Source: an optimization exercise on an open RTL-to-GDS flow (aim: small area and a short achievable clock period). Production flows keep margins and buffers that such runs may drop.
Function was checked by simulation only, so behaviour that the tests miss may differ from the original.
Power figures rest on the tool's default switching activity, not on a simulated workload.

$ cat flow/run.sh
#!/bin/bash
# synth_recipe.tcl (not shown) runs the flow's synth.tcl, then flattens the netlist and writes it again
# the make line also repeats each setting of config.mk as NAME=value (left out here)
make -C /OpenROAD-flow-scripts/flow DESIGN_CONFIG=/design/flow/config.mk WORK_HOME=/design/flow/orfs CLKGATE_MAP_FILE= SYNTH_SCRIPT=/design/flow/synth_recipe.tcl finish
$ cat flow/config.mk
export PLATFORM = sky130hd
export DESIGN_NAME = DSP
export DESIGN_NICKNAME = DSP
export VERILOG_FILES = /design/flow/design.v
export SDC_FILE = /design/flow/constraint.sdc
export NUM_CORES = 4
export LEC_CHECK = 0
export CAP_MARGIN = 20
export CORE_MARGIN = 2
export CORE_UTILIZATION = 40
export PLACE_DENSITY = 0.6
export SLEW_MARGIN = 20
$ cat flow/constraint.sdc
create_clock -name core_clock -period 8.0 [get_ports {CLK}]
set_input_delay 1.6000 -clock core_clock [delete_from_list [all_inputs] [get_ports {CLK}]]
set_output_delay 1.6000 -clock core_clock [all_outputs]
set_load 0.01 [all_outputs]
$ cat flow/design.v
module reg_mux(in,out,clk,ce,rst);
parameter WIDTH=18;
parameter PIPELINE=0; 
parameter RESET_TYPE="SYNC";  
input[WIDTH-1:0] in;
input clk,ce,rst;
output reg[WIDTH-1:0] out;
generate
	if(PIPELINE && RESET_TYPE=="SYNC") begin
		always @(posedge clk) begin
			if(rst) begin
				out<=0;
			end
			else if(ce) begin
				out<=in;
			end
		end
	end
endgenerate
generate
	if(PIPELINE && RESET_TYPE=="ASYNC") begin
		always @(posedge clk or posedge rst) begin
			if (rst) begin
				out<=0;
			end
			else if (ce) begin
				out<=in;
			end
		end
	end
endgenerate
generate
	if(PIPELINE==0) begin
		always @(*) begin
			out=in;
		end
	end
endgenerate
endmodule
module DSP(A,B,C,D,CARRYIN,M,P,CARRYOUT,CARRYOUTF,CLK,OPMODE,
CEA,CEB,CEC,CED,CECARRYIN,CEM,CEP,CEOPMODE,
RSTA,RSTB,RSTC,RSTD,RSTCARRYIN,RSTM,RSTP,RSTOPMODE,
BCOUT,PCIN,PCOUT);
input[17:0] A, B, D;
input[47:0] C,PCIN;
input[7:0] OPMODE;
input CARRYIN,CLK,CEA,CEB,CEC,CECARRYIN,CED,CEM,CEP,CEOPMODE;
input RSTA,RSTB,RSTC,RSTD,RSTCARRYIN,RSTM,RSTP,RSTOPMODE;
output wire[35:0] M;
output wire[47:0] P,PCOUT;
output wire[17:0] BCOUT;
output CARRYOUT,CARRYOUTF;
parameter A0REG=0;	 
parameter A1REG=1; 
parameter B0REG=0;
parameter B1REG=1;
parameter CREG=1;
parameter DREG=1;
parameter MREG=1;
parameter PREG=1;
parameter CARRYINREG=1;
parameter CARRYOUTREG=1;
parameter OPMODEREG=1;
parameter CARRYINSEL="OPMODE5";  
parameter B_INPUT="DIRECT";  
parameter RSTTYPE="SYNC";   
wire[7:0] OPMODE_REG;
wire[17:0] D_REG;
reg[17:0] B0_IN;
wire[17:0] B0_REG;
reg[17:0] PRE_RESULT;
wire[17:0] B1_IN;
wire[17:0] B1_REG;
wire[17:0] A0_REG;
wire[17:0] A1_REG;
wire[35:0] Product_Result;
wire[35:0] M_REG;
reg[47:0] X_OUT;
reg[47:0] Z_OUT;
wire[48:0] Post_Result;
wire[47:0] C_REG;
reg Carry_IN;  
wire CIN; 
wire Carry_Out_In;
reg_mux #(.WIDTH(18), .PIPELINE(DREG), .RESET_TYPE(RSTTYPE)) DREG_INST(.in(D), .out(D_REG), .clk(CLK), .ce(CED), .rst(RSTD));
reg_mux #(.WIDTH(18), .PIPELINE(B0REG), .RESET_TYPE(RSTTYPE)) B0REG_INST(.in(B0_IN), .out(B0_REG), .clk(CLK), .ce(CEB), .rst(RSTB));
reg_mux #(.WIDTH(18), .PIPELINE(B1REG), .RESET_TYPE(RSTTYPE)) B1REG_INST(.in(B1_IN), .out(B1_REG), .clk(CLK), .ce(CEB), .rst(RSTB));
reg_mux #(.WIDTH(18), .PIPELINE(A0REG), .RESET_TYPE(RSTTYPE)) A0REG_INST(.in(A), .out(A0_REG), .clk(CLK), .ce(CEA), .rst(RSTA));
reg_mux #(.WIDTH(18), .PIPELINE(A1REG), .RESET_TYPE(RSTTYPE)) A1REG_INST(.in(A0_REG), .out(A1_REG), .clk(CLK), .ce(CEA), .rst(RSTA));
reg_mux #(.WIDTH(48), .PIPELINE(CREG), .RESET_TYPE(RSTTYPE)) CREG_INST(.in(C), .out(C_REG), .clk(CLK), .ce(CEC), .rst(RSTC));
reg_mux #(.WIDTH(36), .PIPELINE(MREG), .RESET_TYPE(RSTTYPE)) MREG_INST(.in(Product_Result), .out(M_REG), .clk(CLK), .ce(CEM), .rst(RSTM));
reg_mux #(.WIDTH(1), .PIPELINE(CARRYINREG), .RESET_TYPE(RSTTYPE)) CYIREG_INST(.in(Carry_IN), .out(CIN), .clk(CLK), .ce(CECARRYIN), .rst(RSTCARRYIN));
reg_mux #(.WIDTH(8), .PIPELINE(OPMODEREG), .RESET_TYPE(RSTTYPE)) OPMODEREG_INST(.in(OPMODE), .out(OPMODE_REG), .clk(CLK), .ce(CEOPMODE), .rst(RSTOPMODE));
reg_mux #(.WIDTH(1), .PIPELINE(CARRYOUTREG), .RESET_TYPE(RSTTYPE)) CYOREG_INST(.in(Carry_Out_In), .out(CARRYOUT), .clk(CLK), .ce(CECARRYIN), .rst(RSTCARRYIN));
reg_mux #(.WIDTH(48), .PIPELINE(PREG), .RESET_TYPE(RSTTYPE)) PREG_INST(.in(Post_Result), .out(P), .clk(CLK), .ce(CEP), .rst(RSTP));
always @(*) begin
	case(B_INPUT)
		"DIRECT": B0_IN=B;
		"CASCADE": B0_IN=BCOUT;
		default: B0_IN=0;
	endcase
end
always @(*) begin
	if(OPMODE_REG[6])
		PRE_RESULT= D_REG - B0_REG;	
	else
		PRE_RESULT= D_REG + B0_REG;
end
assign B1_IN=(OPMODE_REG[4])? PRE_RESULT: B0_REG;
assign Product_Result=B1_REG * A1_REG;
assign M=M_REG;
always @(*) begin
	case(CARRYINSEL)
		"CARRYIN": Carry_IN=CARRYIN;
		"OPMODE5": Carry_IN=OPMODE_REG[5];
		default: Carry_IN=0;
	endcase
end
always @(*) begin
	case({ OPMODE_REG[3], OPMODE_REG[2]})
		0: Z_OUT=0;
		1: Z_OUT=PCIN;
		2: Z_OUT=P;
		3: Z_OUT=C_REG;
	endcase
end
always @(*) begin
	case( {OPMODE_REG[1], OPMODE_REG[0]})
		0: X_OUT=0;
		1: X_OUT={ {13{M_REG[35]}} , M_REG[34:0] };  
 		2: X_OUT=P;
		3: X_OUT={D_REG[11:0], A1_REG, B1_REG};    
	endcase
end
assign Post_Result= ( OPMODE_REG[7] )? (Z_OUT-(X_OUT+CIN)) : (Z_OUT+X_OUT+CIN) ;
assign Carry_Out_In=Post_Result[48];
assign BCOUT= B1_REG;
assign CARRYOUTF= CARRYOUT;
assign PCOUT=P;
endmodule
==> run notes <==
global-route wire length before repair 138,000 µm; Pre-antenna DRT Iters 5; clock root buffer clkbuf_16; die area ~70,000 µm²; commonest cells in the synthesized netlist 457 x inv_1, 318 x nand2_1, 276 x nor2_1, 267 x ha_1, 261 x fa_1; Initial Utilization 0.403; CP required ~8400 ps; H-Tree Depth 4; Crit path largest cell delay roughly 860 ps; DRC viols 0; Setup violations, final 0; ys flop type dfxtp_1; Routed wire per std cell 20.0 µm; total gr overflow 0; MaxCap Viol Count 0; register area share after synthesis 0.142; Post-CTS Hold Fix Bufs 0; worst hold slack just under 500 ps; Die Y 267 µm; CTS resizes 0; buffers from clock root to sink, at most 2; diodes inserted 0; share of cells above drive strength 1 0.0581; Async SR Flop Fraction 0; Slew headroom 0.297; Final nets 4,239; TritonCTS buffer count 17; number of core rows 96; fin crit share 0.892; CP top delay family adder cells; drt total wl 88,500 µm; Avg Vias per Cell ~5.4; number of flops mapped to enable cells by yosys 0; hpwl dp 70,200 µm; Avg Cell Area, Syn 8.18 µm²; Clock Skews 16.1 ps; Post-CTS Setup Inserts 0; die width 267 µm; pwr dens around 140 nW/µm²; most common cell in the netlist inv_1; CP max-delay cell dfxtp_1; CTS tree yes; final max-slew violation count 0; Syn Inst Count 3,374; Via Count roughly 24,000; Syn Std Cell Area 27,600 µm²; Worst Max-Slew Pin Slew between 1000 and 1500 ps; vias in the first global route approximately 24,000; Synth Register Bits 196; setup TNS 0 ps; insertion delay to the later sink of the worst-skew pair 520 ps; Layout Utilization 0.466; IO Port Bufs 326; startpoint types flop; Leakage 15.1 nW; clk slew on worst S/H paths 80 ps; area grow syn2layout 15.5%; crit path capture type flop; Final GP Congestion 0.963; Post-DRT Antenna Nets 0; Max FO, Critical Path 15; Yosys top cell area share 0.189; RSZ-0062 raised after global routing no; Worst Path Arrival 7490 ps; Hold Fails Final Rpt 0; I/O pins 328; count of unique library cells instantiated by Yosys 80; core area 68,500 µm²; First DRT Iteration DRCs 1,415; top cells by area, synth fa_1 19%, dfxtp_1 14%, ha_1 12%; CP dominant cell by count fa_1; largest area contributor in the netlist fa_1; status complete, no violations; crit-path cells nand2_1 > fa_1 > fa_1 > fa_1 > inv_1 > fa_1 > fa_1 > inv_1 > fa_1 > inv_1 > ha_1 > nand4_1 > a311o_1 > a21oi_1 > o21ai_0 > o31ai_1 > a21oi_1 > xnor2_1 > a211oi_1; CTS Sinks 196; minimum clock period 7130 ps; initial antenna violation count 0; Highest Clock Rate 0.140 GHz; total track usage 0.251; Syn Nets between 4,000 and 5,000; Synth warnings 8; largest net degree at the start of global routing 55; Peak VDD IR 0.119 mV; worst min path class flop to flop; CP Class flop to flop; crit path buf inv count 3
-- metal layers --
layer,vias up,global-route usage,part of all wire
li1,11500,-,-
met1,11700,0.330,0.43
met2,719,0.414,0.47
met3,116,0.0510,0.071
met4,0,0.0779,0.025
met5,-,0,0
-- tightest hold or removal path: stages, from the launching register on --
cell,delay (ps)
dfxtp_1,330
mux2i_1,60
nor2_1,70
-- flip-flops by register name, indices dropped and copies added, names as in the netlist --
register and cells:
A1REG_INST.out 18, B1REG_INST.out 18, CREG_INST.out 48, CYIREG_INST.out 1, CYOREG_INST.out 1, DREG_INST.out 18
MREG_INST.out 36, OPMODEREG_INST.out 8, PREG_INST.out 48
-- worst paths after layout --
check / start / to / slack (ps) / cells past startpoint
worst max-delay path: B1REG_INST.out[12] / MREG_INST.out[35] / 870 / 19
worst min-delay path: CREG_INST.out[25] / CREG_INST.out[25] / 490 / 2
worst max register to register: B1REG_INST.out[12] / MREG_INST.out[35] / 870 / 19
worst min register to register: CREG_INST.out[25] / CREG_INST.out[25] / 490 / 2
-- where the power goes --
group | internal (W) | switching [W]
Clock | 0.000443 | 0.000480
Combinational | 0.00101 | 0.00127
Sequential | 0.00106 | 0.000160
Total | 0.00251 | 0.00191
-- layout by cell type, fill, tap and decap left out, types with 57 or more instances in the layout --
master | synthesis | layout
a21o_1 | 62 | 62
a21oi_1 | 167 | 167
a22o_1 | 75 | 75
and2_1 | 145 | 145
buf_4 | 49 | 57
clkdlybuf4s50_1 | 0 | 320
dfxtp_1 | 196 | 192
fa_1 | 261 | 261
ha_1 | 267 | 267
inv_1 | 457 | 457
mux2_2 | 84 | 84
mux2i_1 | 137 | 137
nand2_1 | 318 | 318
nor2_1 | 276 | 276
o21ai_0 | 84 | 84
xnor2_1 | 91 | 91
-- final cells by class --
cell class,count,area (µm²)
well taps,882,1100
repair buffers,384,3680
clock inverters,11,124
multi-input cells,2477,20900
clock buffers,20,447
flip-flops and latches,196,3930
inverters,459,1720
fillers,6806,36600
-- stage by stage --
| step | instance area, µm² | setup slack (ps) | std cells | total power (W) |
|---|---|---|---|---|
| CTS | 31900 | 920 | 4428 | 0.00444 |
| global placement | 31300 | 952 | 4397 | 0.00349 |
| finish | 31900 | 866 | 4429 | 0.00443 |
| detailed placement | 31300 | 940 | 4397 | 0.00350 |
| global route | 31900 | 550 | 4429 | 0.00473 |
| floorplan | 27600 | 1700 | 3374 | 0.00273 |
-- cell families (layout without fill, tap and decap cells) --
logic type	count (synthesis)	after routing	share of synthesized area
XOR/XNOR	126	126	0.0400
buffers and inverters	701	874	0.102
adder cells (fa/ha/maj)	528	528	0.310
multiplexers	221	221	0.0840
AND/OR/NAND/NOR	968	968	0.165
flip-flops	196	196	0.142
AO/OA/AOI/OAI	634	634	0.157

[port drivers added, routing unchanged]
The flow's constraints put no driver on any port. The routed layout listed below was extracted and timed again, unchanged, in two steps. Step 1 sets driving cells, clkbuf_16 on the clock port and buf_2 on the other inputs (assumed; they add their load-dependent delay and slew). Step 2 times the ports against the registers' clock, not the clock port: input delays grow and output delays shrink by t, the midpoint of the rising clock arrivals with the driver on. Three values: ideal ports, drivers, drivers and shift; two values: the first two.
t (ns): 0.574
setup slack, ns: 0.866 / 0.866 / 0.866
worst setup path at the end: register to register
slew at the worst register clock pin (ns): 0.09 / 0.09
After both steps this run still meets setup and hold. The setup slack of this run moves by 0.000 ns with the drivers and by 0.000 ns with both steps.
